Background: an optimization exercise with open tools, aiming at small area. Do not read the settings as production practice.
The RTL was checked by simulation tests, not by an equivalence proof against the original design.

Design eth_crc32_gen, start of the top module:
module eth_crc32_gen (
  input         clk,
  input         rst_n,
  input         data_vld,
  input         data_eop,
  input         data_sop,
  input  [63:0] data_in,
  input  [2:0]  data_be,
  output [31:0] crc_out,
  output reg    crc_vld
);
  reg  [31:0] crc_n;
  wire [31:0] crc_d_n;
  wire [7:0]  sel;      
  wire        nsop;
  cg_dec u_dec (.be(data_be), .sop(data_sop), .sel(sel), .nsop(nsop));
  wire [63:0] y;
  wire [31:0] sd;       
  assign y[63:32] = data_in[63:32];
  genvar g;
  generate for (g = 0; g < 32; g = g + 1) begin : sg
    cg_nd2 un (.a(crc_n[g]), .b(nsop), .y(sd[g]));
    cg_x2 ux (.a(data_in[g]), .b(sd[g]), .y(y[g]));
  end endgenerate
  wire [63:0] xs;
  generate for (g = 0; g < 8; g = g + 1) begin : lg
    cg_nd2 ul0_0 (.a(sel[0]), .b(y[0+g]), .y(xs[0+g]));
    cg_a22o ul1_0 (.a1(sel[0]), .a2(y[8+g]), .b1(sel[1]), .b2(y[0+g]), .y(xs[8+g]));
    cg_a222oi ul2_0 (.a1(sel[0]), .a2(y[16+g]), .b1(sel[1]), .b2(y[8+g]), .c1(sel[2]), .c2(y[0+g]), .y(xs[16+g]));
    wire l3_0;
    cg_a222oi ul3_0 (.a1(sel[0]), .a2(y[24+g]), .b1(sel[1]), .b2(y[16+g]), .c1(sel[2]), .c2(y[8+g]), .y(l3_0));
    wire l3_1;
    cg_nd2 ul3_1 (.a(sel[3]), .b(y[0+g]), .y(l3_1));
    cg_nd2 ul3_n (.a(l3_0), .b(l3_1), .y(xs[24+g]));
    wire l4_0;
    cg_a222oi ul4_0 (.a1(sel[0]), .a2(y[32+g]), .b1(sel[1]), .b2(y[24+g]), .c1(sel[2]), .c2(y[16+g]), .y(l4_0));
    wire l4_1;
    cg_nd2 ul4_1 (.a(sel[3]), .b(y[8+g]), .y(l4_1));
    wire l4_2;
    cg_nd2 ul4_2 (.a(sel[4]), .b(y[0+g]), .y(l4_2));
    cg_nd3 ul4_n (.a(l4_0), .b(l4_1), .c(l4_2), .y(xs[32+g]));
    wire l5_0;
    cg_a222oi ul5_0 (.a1(sel[0]), .a2(y[40+g]), .b1(sel[1]), .b2(y[32+g]), .c1(sel[2]), .c2(y[24+g]), .y(l5_0));
    wire l5_1;
    cg_a222oi ul5_1 (.a1(sel[3]), .a2(y[16+g]), .b1(sel[4]), .b2(y[8+g]), .c1(sel[5]), .c2(y[0+g]), .y(l5_1));
    cg_nd2 ul5_n (.a(l5_0), .b(l5_1), .y(xs[40+g]));
    wire l6_0;
    cg_a222oi ul6_0 (.a1(sel[0]), .a2(y[48+g]), .b1(sel[1]), .b2(y[40+g]), .c1(sel[2]), .c2(y[32+g]), .y(l6_0));
    wire l6_1;
    cg_a222oi ul6_1 (.a1(sel[3]), .a2(y[24+g]), .b1(sel[4]), .b2(y[16+g]), .c1(sel[5]), .c2(y[8+g]), .y(l6_1));
    wire l6_2;
    cg_nd2 ul6_2 (.a(sel[6]), .b(y[0+g]), .y(l6_2));
    cg_nd3 ul6_n (.a(l6_0), .b(l6_1), .c(l6_2), .y(xs[48+g]));
    wire l7_0;
  ...
Size: roughly 740 cells after synthesis, ~33 flip-flops, ~110 I/O pins, roughly 6300 sq um of cells after synthesis.
clock: 9.0 ns
lec_check: 0
cap_margin: 0
core_margin: 2
core_utilization: 40
setup_slack_margin: 0.4
slew_margin: 0
synth_hierarchical: 1
synth_minimum_keep_size: 0
standard.sh (not shown) runs the stock make flow with config.mk's settings and CLKGATE_MAP_FILE= SYNTH_SCRIPT=/design/flow/synth_recipe.tcl, a recipe that flattens the netlist after the stock synthesis.
==> flow/flow/run.sh <==
#!/bin/bash
# The standard layout, except that the port buffers are plain buf_1 cells
# (buffer_ports otherwise picks clkdlybuf4s50_1, which is 2.7x larger).
# Every port still gets its own buffer. All output goes to standard.log.
set -euo pipefail
export BUFFER_PORTS_ARGS="-buffer_cell sky130_fd_sc_hd__buf_1"
bash standard.sh > standard.log 2>&1
Change:
- CAP_MARGIN: 0 -> 20
- CTS_BUF_LIST: default -> sky130_fd_sc_hd__clkbuf_8
- SLEW_MARGIN: 0 -> 20
Final area goes down by about 0.7%.
Die area does not change.
Routed wire length goes up by 0.33%.
Final cell count hardly moves.
Worst hold slack gains 6.3 ps.
Non-clock buffer count goes up by 1.
Change:
- CTS_BUF_LIST: sky130_fd_sc_hd__clkbuf_8 -> default
=>
- The new run passed the timing, design-rule and antenna checks
- routed wire length hardly moves
- sequential share of layout area is about the same
- hold slack gets worse by 5.4 ps
- clock skew came out lower by 6.3 ps
- count of clock-buffer cells in the layout stays the same
- final area grows by 0.78%
- setup slack loses 80 ps

---

eth_crc32_gen, a different RTL version from the one above (not shown whole).
## eth_crc32_gen
module eth_crc32_gen (
  input         clk,
  input         rst_n,
  input         data_vld,
  input         data_eop,
  input         data_sop,
  input  [63:0] data_in,
  input  [2:0]  data_be,
  output [31:0] crc_out,
  output reg    crc_vld
);
make LEC_CHECK=0 CAP_MARGIN=20 CORE_MARGIN=2 CORE_UTILIZATION=40 SETUP_SLACK_MARGIN=0.4 SLEW_MARGIN=20 finish   # period 9.0 ns
run.sh (not shown) runs the stock make flow with config.mk's settings and CLKGATE_MAP_FILE= SYNTH_SCRIPT=/design/flow/synth_recipe.tcl, a recipe that flattens the netlist after the stock synthesis.
Stock flow here: none of the scripts above is used.
Then changed:
==> flow/flow/run.sh (new file) <==
#!/bin/bash
# Standard layout, with plain buf_1 cells as the port buffers.
cp standard.sh synth_recipe.tcl config.mk out/ 2>/dev/null
export BUFFER_PORTS_ARGS="-buffer_cell sky130_fd_sc_hd__buf_1"
bash standard.sh > standard.log 2>&1
==> flow/standard.sh (new file) <==
#!/bin/bash
# synth_recipe.tcl (not shown) runs the flow's synth.tcl, then flattens the netlist and writes it again
# the make line also repeats each setting of config.mk as NAME=value (left out here)
make -C /OpenROAD-flow-scripts/flow DESIGN_CONFIG=/design/flow/config.mk WORK_HOME=/design/flow/orfs CLKGATE_MAP_FILE= SYNTH_SCRIPT=/design/flow/synth_recipe.tcl "${@:-finish}"
removed: flow/run.sh
Final cell count is about the same.
Via count came out lower by about 1.2%.
Design area decreases by 6.6%.
Register-to-register slack is better by 0.14 ns.
Sequential share of layout area went up by 0.48 points.
Die area stays the same.
Sequential cell count is unchanged.

port drivers added, routing unchanged:
The results above use ideal ports. As a check the final layouts listed here were re-extracted and re-timed, cells and wires unchanged.
Step 1 assumes that a clkbuf_16 drives the clock port and a buf_2 every other input.
Step 2 also shifts input and output timing later by t, the mid clock arrival at the registers, as if the neighbouring blocks saw the same clock.
a / b / c = no drivers / after step 1 / after step 2; a / b = the first two.
run	shift t [ns]	slack for setup (ns)	worst setup path at the end	worst slew at a driven data input, ns	cell pins on the clock port's net
the first run of note 1	0.333	2.344 / 2.359 / 2.027	input to register	0.04	1
the second run of note 1	0.352	2.403 / 2.417 / 2.064	input to register	0.04	1
the third run of note 1	0.333	2.322 / 2.337 / 2.004	input to register	0.04	1
the first run of note 2	0.326	2.248 / 2.263 / 1.938	input to register	0.04	1
the second run of note 2	0.319	2.499 / 2.513 / 2.194	input to register	0.04	1
After both steps setup and hold are still met in every run listed. The setup slack of the second run of note 1, which loses most, moves by +0.014 ns with the drivers and by -0.339 ns with both steps.
